Source: an optimization exercise on an open RTL-to-GDS flow (aim: small area, a short achievable clock period and few clock cycles). Production flows keep margins and buffers that such runs may drop. RTL that was checked went through simulation tests only; none was proved equivalent to the original.

v6:
==> flow/design.v (excerpt) <==
module HT_TOP(
    clk,
    rst_n,
    in_valid,
    in_weight,
    out_mode,
    out_valid,
    out_code
);
==> flow/config.mk <==
export PLATFORM = sky130hd
export DESIGN_NAME = HT_TOP
export DESIGN_NICKNAME = HT_TOP
export VERILOG_FILES = /design/flow/design.v
export SDC_FILE = /design/flow/constraint.sdc
export NUM_CORES = 4
export LEC_CHECK = 0
export CAP_MARGIN = 20
export CORE_MARGIN = 2
export CORE_UTILIZATION = 40
export SLEW_MARGIN = 20
==> flow/constraint.sdc <==
create_clock -name core_clock -period 17.0 [get_ports {clk}]
set_input_delay 3.4000 -clock core_clock [delete_from_list [all_inputs] [get_ports {clk}]]
set_output_delay 3.4000 -clock core_clock [all_outputs]
set_load 0.01 [all_outputs]
standard.sh (not shown) runs the stock make flow with config.mk's settings and CLKGATE_MAP_FILE= SYNTH_SCRIPT=/design/flow/synth_recipe.tcl, a recipe that flattens the netlist after the stock synthesis.
==> flow/flow/run.sh <==
#!/bin/bash
# Standard ORFS layout; repair_timing aims for a larger setup margin than the
# standard flow's settings allow. Constraints are unchanged.
set -euo pipefail
bash standard.sh SETUP_SLACK_MARGIN=12.5 finish > standard_flow.log 2>&1
No stage failed in v6, and the final checks on the layout all came back clean.
Modified inputs, v7 compared to v6
==> flow/run.sh (new file) <==
#!/bin/bash
# synth_recipe.tcl (not shown) runs the flow's synth.tcl, then flattens the netlist and writes it again
# the make line also repeats each setting of config.mk as NAME=value (left out here)
make -C /OpenROAD-flow-scripts/flow DESIGN_CONFIG=/design/flow/config.mk WORK_HOME=/design/flow/orfs CLKGATE_MAP_FILE= SYNTH_SCRIPT=/design/flow/synth_recipe.tcl finish
removed: flow/flow/run.sh
removed: flow/standard.sh
==> comparison <==
Going from v6 to v7, data-path buffer share of cell area in the final layout level; final critical-path setup slack down 0.82 ns; maximum clock rate went down by 35 MHz.
Function was not checked in any run of this note: the RTL went through the layout flow alone.

---

run 1:
Another version of the RTL of HT_TOP (not shown whole).
For scale: about 640 cells after synthesis, about 110 flip-flops, ~9 I/O pins, about 6000 µm² of cells after synthesis.
clock: 17.0 ns
lec_check: 0
cap_margin: 20
core_margin: 2
core_utilization: 40
cts_buf_list: sky130_fd_sc_hd__clkbuf_8
slew_margin: 20
==> flow/flow/run.sh <==
#!/bin/bash
# Layout with ORFS's own scripts. Changes from the standard layout:
#  - synthesis is the standard one except that ABC maps the logic for area
#    (flip-flops are mapped before ABC, so registers are unchanged);
#  - repair_timing aims for a larger setup margin (MARGIN ns) than the
#    standard flow settings allow, and repairs by resizing cells (and
#    removing buffers) rather than by adding buffers. Constraints are
#    unchanged.
set -euo pipefail
MARGIN=${MARGIN:-12.6}
HERE=$(pwd)
printf 'strash\ndch\nmap -a\nstrash\ndch\nmap -a\n' > "$HERE/area.abc"
cat > "$HERE/area_synth.tcl" <<'TCL'
proc abc {args} {
  set i [lsearch -exact $args -script]
  if {$i >= 0} {
    set args [lreplace $args [expr {$i + 1}] [expr {$i + 1}] $::env(AREA_ABC_SCRIPT)]
  }
  yosys abc {*}$args
}
TCL
cat synth_recipe.tcl >> "$HERE/area_synth.tcl"
export AREA_ABC_SCRIPT="$HERE/area.abc"
bash standard.sh SYNTH_SCRIPT="$HERE/area_synth.tcl" SETUP_SLACK_MARGIN="$MARGIN" SETUP_MOVE_SEQUENCE="unbuffer,sizeup,swap" finish > standard_flow.log 2>&1
Run 1 | stages: all done | timing, DRC, antenna: all pass
Testbench counts of run 1, summed over its fixed seeds: cycles 31,181.
Relative to run 1, the following input files were edited for run 2:
Settings: a change of CORE_UTILIZATION from 40 to 55.
--- a/flow/flow/run.sh
+++ b/flow/flow/run.sh
@@ -1,3 +1,3 @@
 #!/bin/bash
-# Layout with ORFS's own scripts. Changes from the standard layout:
+# Layout with ORFS's own scripts. Two changes from the standard layout:
 #  - synthesis is the standard one except that ABC maps the logic for area
@@ -5,5 +5,3 @@
 #  - repair_timing aims for a larger setup margin (MARGIN ns) than the
-#    standard flow settings allow, and repairs by resizing cells (and
-#    removing buffers) rather than by adding buffers. Constraints are
-#    unchanged.
+#    standard flow settings allow. Constraints are unchanged.
 set -euo pipefail
--- outcome ---
Both conditions hold for run 2: the flow ran to the end and the final layout passed the timing, DRC and antenna checks. Post-route worst hold slack deteriorates in run 2 relative to run 1. The highest-delay cell along the critical path comes out sky130_fd_sc_hd__dfrtp_1 in one run and sky130_fd_sc_hd__fa_1 in the other, namely in run 1 and run 2 respectively. Required time of the critical path: run 1 and run 2 compared, lower one is run 1. Delta (run 2 minus run 1): overall die width lower, share of post-route cells with drive strength above 1 higher, post-route fraction of the period consumed by the critical path roughly the same.
Here is what was changed in the inputs of run 3 compared with run 2.
Settings: a change of CORE_UTILIZATION from 55 to 40.
Run 3 went all the way through synthesis, placement and routing and the layout is clean on timing, DRC and antenna. Relative to run 2, the routed wire length measured on run 3 has increased slightly. Of run 3 and run 2, the run reporting the higher layout buffering overhead excluding clock cells was run 2. Compared with run 2, in run 3 final cell area excluding filler cells about even, number of maximum-capacitance constraint violations has remained practically unchanged, cell count has increased.
Edits applied to the flow inputs when going from run 3 to run 4:
Settings: CORE_UTILIZATION now 70, was 40.
[summary]
- From run 3 to run 4 the numbers moved as follows: final critical-path required period stayed essentially flat, core utilization rose by 35 points, number of flip-flops and latches in the synthesized netlist stayed essentially flat.
- Run 4 vs. run 3: wire length has increased; insertion delay of the later-clocked pin in the worst-skew pair has remained practically unchanged; half-perimeter wire length after placement has increased; area after synthesis has remained practically unchanged.
- Comparing run 3 and run 4, count of filler cells inserted in the layout is higher on run 3.
- Between run 4 and run 3, it is run 4 whose post-CTS resize count is lower, by 10.

---

Setup of red:
Another version of the RTL of HT_TOP (not shown whole).
Size: roughly 720 cells after synthesis, about 110 flip-flops, about 9 I/O pins.
clock: 17.0 ns
lec_check: 0
cap_margin: 20
core_margin: 2
core_utilization: 40
cts_buf_list: sky130_fd_sc_hd__clkbuf_8
slew_margin: 20
==> flow/flow/run.sh <==
#!/bin/bash
# Layout with ORFS's own scripts. Two changes from the standard layout:
#  - synthesis is the standard one except that ABC maps the logic for area
#    (flip-flops are mapped before ABC, so registers are unchanged);
#  - repair_timing aims for a larger setup margin (MARGIN ns) than the
#    standard flow settings allow. Constraints are unchanged.
set -euo pipefail
MARGIN=${MARGIN:-12.72}
HERE=$(pwd)
printf 'strash\ndch\nmap -a\nstrash\ndch\nmap -a\n' > "$HERE/area.abc"
cat > "$HERE/area_synth.tcl" <<'TCL'
proc abc {args} {
  set i [lsearch -exact $args -script]
  if {$i >= 0} {
    set args [lreplace $args [expr {$i + 1}] [expr {$i + 1}] $::env(AREA_ABC_SCRIPT)]
  }
  yosys abc {*}$args
}
TCL
cat synth_recipe.tcl >> "$HERE/area_synth.tcl"
export AREA_ABC_SCRIPT="$HERE/area.abc"
bash standard.sh SYNTH_SCRIPT="$HERE/area_synth.tcl" SETUP_SLACK_MARGIN="$MARGIN" finish > standard_flow.log 2>&1
Testbench counts of red, summed over its fixed seeds: cycles 31,181.
Input changes introduced in blue (baseline for comparison: red):
Settings: CORE_UTILIZATION now 65, was 40.
--- a/flow/flow/run.sh
+++ b/flow/flow/run.sh
@@ -7,3 +7,3 @@
 set -euo pipefail
-MARGIN=${MARGIN:-12.72}
+MARGIN=${MARGIN:-12.6}
 HERE=$(pwd)
Results
Between blue and red, it is blue whose total length of routed wires is lower, by 5.4%.
Delta (blue minus red): synthesized area neither gained nor lost much, number of placed instances with taps included shows a reduction of about 8%, per-cell routed wire length went up 2.8%.
Worst hold margin for blue: 6.6 ps down relative to red
Between red and blue, total half-perimeter wirelength after legalization and detailed placement decreased.
Input-level comparison between green and blue:
Settings: changing CORE_UTILIZATION from 65 to 40.
==> notes.md <==
Between blue and green, the worst path arrival time figures differ only marginally.
Taking blue as the reference, in green measured slew at the worst slew-check pin shows an increase of 39 ps, global-route wire length before repair shows an increase of about 1.4%.
STATUS via count: green wins against blue
Against blue, cell area after layout in green rose slightly.

---

job 8133:
RTL: one of the versions met above, not the one the previous note started from.
For scale: roughly 640 cells after synthesis, ~6000 um^2 of cells after synthesis.
export LEC_CHECK = 0
export CAP_MARGIN = 20
export CORE_MARGIN = 2
export CORE_UTILIZATION = 40
export CTS_BUF_LIST = sky130_fd_sc_hd__clkbuf_4 sky130_fd_sc_hd__clkbuf_8
export SLEW_MARGIN = 20
create_clock -name core_clock -period 17.0 [get_ports {clk}]
==> flow/flow/run.sh <==
#!/bin/bash
# Layout with ORFS's own scripts. Changes from the standard layout:
#  - synthesis is the standard one except that ABC maps the logic for area
#    (flip-flops are mapped before ABC, so registers are unchanged);
#  - repair_timing aims for a larger setup margin (MARGIN ns) than the
#    standard flow settings allow, and repairs by resizing cells (and
#    removing buffers) rather than by adding buffers. Constraints are
#    unchanged.
set -euo pipefail
MARGIN=${MARGIN:-12.6}
HERE=$(pwd)
printf 'strash\ndch\nmap -a\nstrash\ndch\nmap -a\n' > "$HERE/area.abc"
cat > "$HERE/area_synth.tcl" <<'TCL'
proc abc {args} {
  set i [lsearch -exact $args -script]
  if {$i >= 0} {
    set args [lreplace $args [expr {$i + 1}] [expr {$i + 1}] $::env(AREA_ABC_SCRIPT)]
  }
  yosys abc {*}$args
}
TCL
cat synth_recipe.tcl >> "$HERE/area_synth.tcl"
export AREA_ABC_SCRIPT="$HERE/area.abc"
bash standard.sh SYNTH_SCRIPT="$HERE/area_synth.tcl" SETUP_SLACK_MARGIN="$MARGIN" SETUP_MOVE_SEQUENCE="unbuffer,sizeup,swap" finish > standard_flow.log 2>&1
Testbench counts of job 8133, summed over its fixed seeds: cycles 31,181.
Here is what was changed in the inputs of job 5753 compared with job 8133.
# job 8133
export LEC_CHECK = 0
export CAP_MARGIN = 20
export CORE_MARGIN = 2
export CORE_UTILIZATION = 40
export CTS_BUF_LIST = sky130_fd_sc_hd__clkbuf_4 sky130_fd_sc_hd__clkbuf_8
export SLEW_MARGIN = 20
create_clock -name core_clock -period 17.0 [get_ports {clk}]
# job 5753
export LEC_CHECK = 0
export CAP_MARGIN = 20
export CORE_MARGIN = 2
export CORE_UTILIZATION = 40
export CTS_BUF_LIST = sky130_fd_sc_hd__clkbuf_8
export SLEW_MARGIN = 20
create_clock -name core_clock -period 17.0 [get_ports {clk}]
==> flow/flow/run.sh <==
#!/bin/bash
# Layout with ORFS's own scripts. Two changes from the standard layout:
#  - synthesis is the standard one except that ABC maps the logic for area
#    (flip-flops are mapped before ABC, so registers are unchanged);
#  - repair_timing aims for a larger setup margin (MARGIN ns) than the
#    standard flow settings allow. Constraints are unchanged.
set -euo pipefail
MARGIN=${MARGIN:-12.6}
HERE=$(pwd)
printf 'strash\ndch\nmap -a\nstrash\ndch\nmap -a\n' > "$HERE/area.abc"
cat > "$HERE/area_synth.tcl" <<'TCL'
proc abc {args} {
  set i [lsearch -exact $args -script]
  if {$i >= 0} {
    set args [lreplace $args [expr {$i + 1}] [expr {$i + 1}] $::env(AREA_ABC_SCRIPT)]
  }
  yosys abc {*}$args
}
TCL
cat synth_recipe.tcl >> "$HERE/area_synth.tcl"
export AREA_ABC_SCRIPT="$HERE/area.abc"
bash standard.sh SYNTH_SCRIPT="$HERE/area_synth.tcl" SETUP_SLACK_MARGIN="$MARGIN" SETUP_MOVE_SEQUENCE="sizeup,swap" finish > standard_flow.log 2>&1
## What came out
- Job 5753 -> job 8133: core utilization delta 0, exact match
- Going from job 8133 to job 5753, average cell area after synthesis was more or less identical, global-route wire length before repair essentially unchanged, inverter count of the layout excluding clock inverters held, post-route minimum period has remained practically unchanged.
- ~same pin count of the biggest net entering global routing in job 8133 and job 5753
Setup changes, job 5753 to job 7591
diff --git a/flow/flow/run.sh b/flow/flow/run.sh
--- a/flow/flow/run.sh
+++ b/flow/flow/run.sh
@@ -21,2 +21,2 @@
 export AREA_ABC_SCRIPT="$HERE/area.abc"
-bash standard.sh SYNTH_SCRIPT="$HERE/area_synth.tcl" SETUP_SLACK_MARGIN="$MARGIN" SETUP_MOVE_SEQUENCE="sizeup,swap" finish > standard_flow.log 2>&1
+bash standard.sh SYNTH_SCRIPT="$HERE/area_synth.tcl" SETUP_SLACK_MARGIN="$MARGIN" finish > standard_flow.log 2>&1
### Flow results
Job 7591: global-route wire length before repair higher than job 5753
Comparing job 7591 and job 5753, met2 wire length is lower on job 5753.
Looking at job 7591 and job 5753, the final-layout worst hold slack is a wash.
Reported for job 7591 and job 5753, post-synthesis instance total turned out identical to the last digit.
Job 7591 against job 5753: global routing usage on met3 comparable; routed wire length now larger.
Final-stage net count was lower in job 5753 than in job 7591.
Job 7591 vs job 5753: number of gates resized after CTS down by more than 10%
met3 wire length went up by more than a quarter going from job 5753 to job 7591.

---

== cedar ==
HT_TOP, a different RTL version from the one above (not shown whole).
Size: about 700 cells after synthesis, roughly 110 flip-flops, ~9 I/O pins.
==> flow/config.mk <==
export PLATFORM = sky130hd
export DESIGN_NAME = HT_TOP
export DESIGN_NICKNAME = HT_TOP
export VERILOG_FILES = /design/flow/design.v
export SDC_FILE = /design/flow/constraint.sdc
export NUM_CORES = 4
export LEC_CHECK = 0
export CAP_MARGIN = 20
export CORE_MARGIN = 2
export CORE_UTILIZATION = 40
export SLEW_MARGIN = 20
==> flow/constraint.sdc <==
create_clock -name core_clock -period 17.0 [get_ports {clk}]
set_input_delay 3.4000 -clock core_clock [delete_from_list [all_inputs] [get_ports {clk}]]
set_output_delay 3.4000 -clock core_clock [all_outputs]
set_load 0.01 [all_outputs]
==> flow/flow/run.sh <==
#!/bin/bash
# Layout with ORFS's own scripts. Two changes from the standard layout:
#  - synthesis is the standard one except that ABC maps the logic for area
#    (flip-flops are mapped before ABC, so registers are unchanged);
#  - repair_timing aims for a larger setup margin (MARGIN ns) than the
#    standard flow settings allow. Constraints are unchanged.
set -euo pipefail
MARGIN=${MARGIN:-12.6}
HERE=$(pwd)
printf 'strash\n&get -n\n&st\n&dch\n&nf\n&put\n' > "$HERE/area.abc"
cat > "$HERE/area_synth.tcl" <<'TCL'
proc abc {args} {
  set i [lsearch -exact $args -script]
  if {$i >= 0} {
    set args [lreplace $args [expr {$i + 1}] [expr {$i + 1}] $::env(AREA_ABC_SCRIPT)]
  }
  yosys abc {*}$args
}
TCL
cat synth_recipe.tcl >> "$HERE/area_synth.tcl"
export AREA_ABC_SCRIPT="$HERE/area.abc"
bash standard.sh SYNTH_SCRIPT="$HERE/area_synth.tcl" SETUP_SLACK_MARGIN="$MARGIN" finish > standard_flow.log 2>&1
Testbench counts of cedar, summed over its fixed seeds: cycles 31,181.
The inputs of yarrow differ from those of cedar as listed below.
-- flow/flow/run.sh --
<<< cedar, line 8
MARGIN=${MARGIN:-12.6}
HERE=$(pwd)
printf 'strash\n&get -n\n&st\n&dch\n&nf\n&put\n' > "$HERE/area.abc"
cat > "$HERE/area_synth.tcl" <<'TCL'
proc abc {args} {
>>> yarrow, line 8
MARGIN=${MARGIN:-12.6}
HERE=$(pwd)
printf 'strash\ndch\nmap -a\nstrash\ndch\nmap -a\n' > "$HERE/area.abc"
cat > "$HERE/area_synth.tcl" <<'TCL'
proc abc {args} {
-- flow/config.mk --
<<< cedar, line 8
export CAP_MARGIN = 20
export CORE_MARGIN = 2
export CORE_UTILIZATION = 40
export SLEW_MARGIN = 20
>>> yarrow, line 8
export CAP_MARGIN = 20
export CORE_MARGIN = 2
export CORE_UTILIZATION = 60
export SLEW_MARGIN = 20
Findings:
Compare cedar and yarrow | non-clock buffer count higher: yarrow
Of yarrow and cedar, it is yarrow that has the lower maximum achievable frequency.
Summary of yarrow over cedar: antenna diode instance count saw little to no change.
Lower setup slack among cedar and yarrow: yarrow
yarrow — synthesized cell count 13% higher, cedar as reference
cedar ended up with ptr[1][1] as its worst setup path endpoint; yarrow ended up with out_valid.
Relative to cedar, the final cell area reported for yarrow is lower.

==> port drivers added, routing unchanged <==
The results above use ideal ports. As a check the final layouts listed here were re-extracted and re-timed, cells and wires unchanged. Step 1, drivers: a clkbuf_16 drives clk and a buf_2 each remaining input, both assumed. Step 2, shift: input delay + t, output delay - t, t = (earliest + latest rising clock arrival at the registers) / 2. This alone moves slack from input paths to output paths. Slacks: no drivers / after step 1 / after step 2; pairs: no drivers / after step 1.
run | shift t [ns] | slack for setup (ns) | worst hold slack (ns) | worst setup path after step 2 | slew at the worst register clock pin (ns)
v6 | 0.406 | 12.532 / 12.488 / 12.651 | 0.456 / 0.456 / 0.456 | input to register | 0.08 / 0.08
v7 | 0.405 | 11.710 / 11.710 / 11.710 | 0.455 / 0.455 / 0.455 | register to register | 0.08 / 0.08
run 1 | 0.421 | 12.656 / 12.620 / 12.674 | 0.462 / 0.462 / 0.462 | input to register | 0.11 / 0.11
run 2 | 0.410 | 12.676 / 12.642 / 12.647 | 0.442 / 0.442 / 0.442 | input to register | 0.11 / 0.11
run 3 | 0.421 | 12.656 / 12.620 / 12.674 | 0.462 / 0.462 / 0.462 | input to register | 0.11 / 0.11
run 4 | 0.403 | 12.655 / 12.624 / 12.549 | 0.463 / 0.463 / 0.463 | input to register | 0.12 / 0.12
red | 0.427 | 12.658 / 12.620 / 12.666 | 0.459 / 0.459 / 0.459 | input to register | 0.11 / 0.11
blue | 0.402 | 12.698 / 12.664 / 12.638 | 0.453 / 0.453 / 0.453 | input to register | 0.11 / 0.11
green | 0.416 | 12.686 / 12.650 / 12.666 | 0.460 / 0.460 / 0.460 | input to register | 0.10 / 0.10
job 8133 | 0.421 | 12.656 / 12.620 / 12.674 | 0.462 / 0.462 / 0.462 | input to register | 0.11 / 0.11
job 5753 | 0.421 | 12.656 / 12.620 / 12.674 | 0.462 / 0.462 / 0.462 | input to register | 0.11 / 0.11
job 7591 | 0.421 | 12.677 / 12.641 / 12.672 | 0.462 / 0.462 / 0.462 | input to register | 0.11 / 0.11
cedar | 0.395 | 12.676 / 12.676 / 12.636 | 0.454 / 0.454 / 0.454 | input to register | 0.08 / 0.08
yarrow | 0.427 | 12.658 / 12.622 / 12.646 | 0.468 / 0.468 / 0.468 | input to register | 0.12 / 0.12
After both steps setup and hold are still met in every run listed. The setup slack of run 4, which loses most, moves by -0.031 ns with the drivers and by -0.106 ns with both steps.
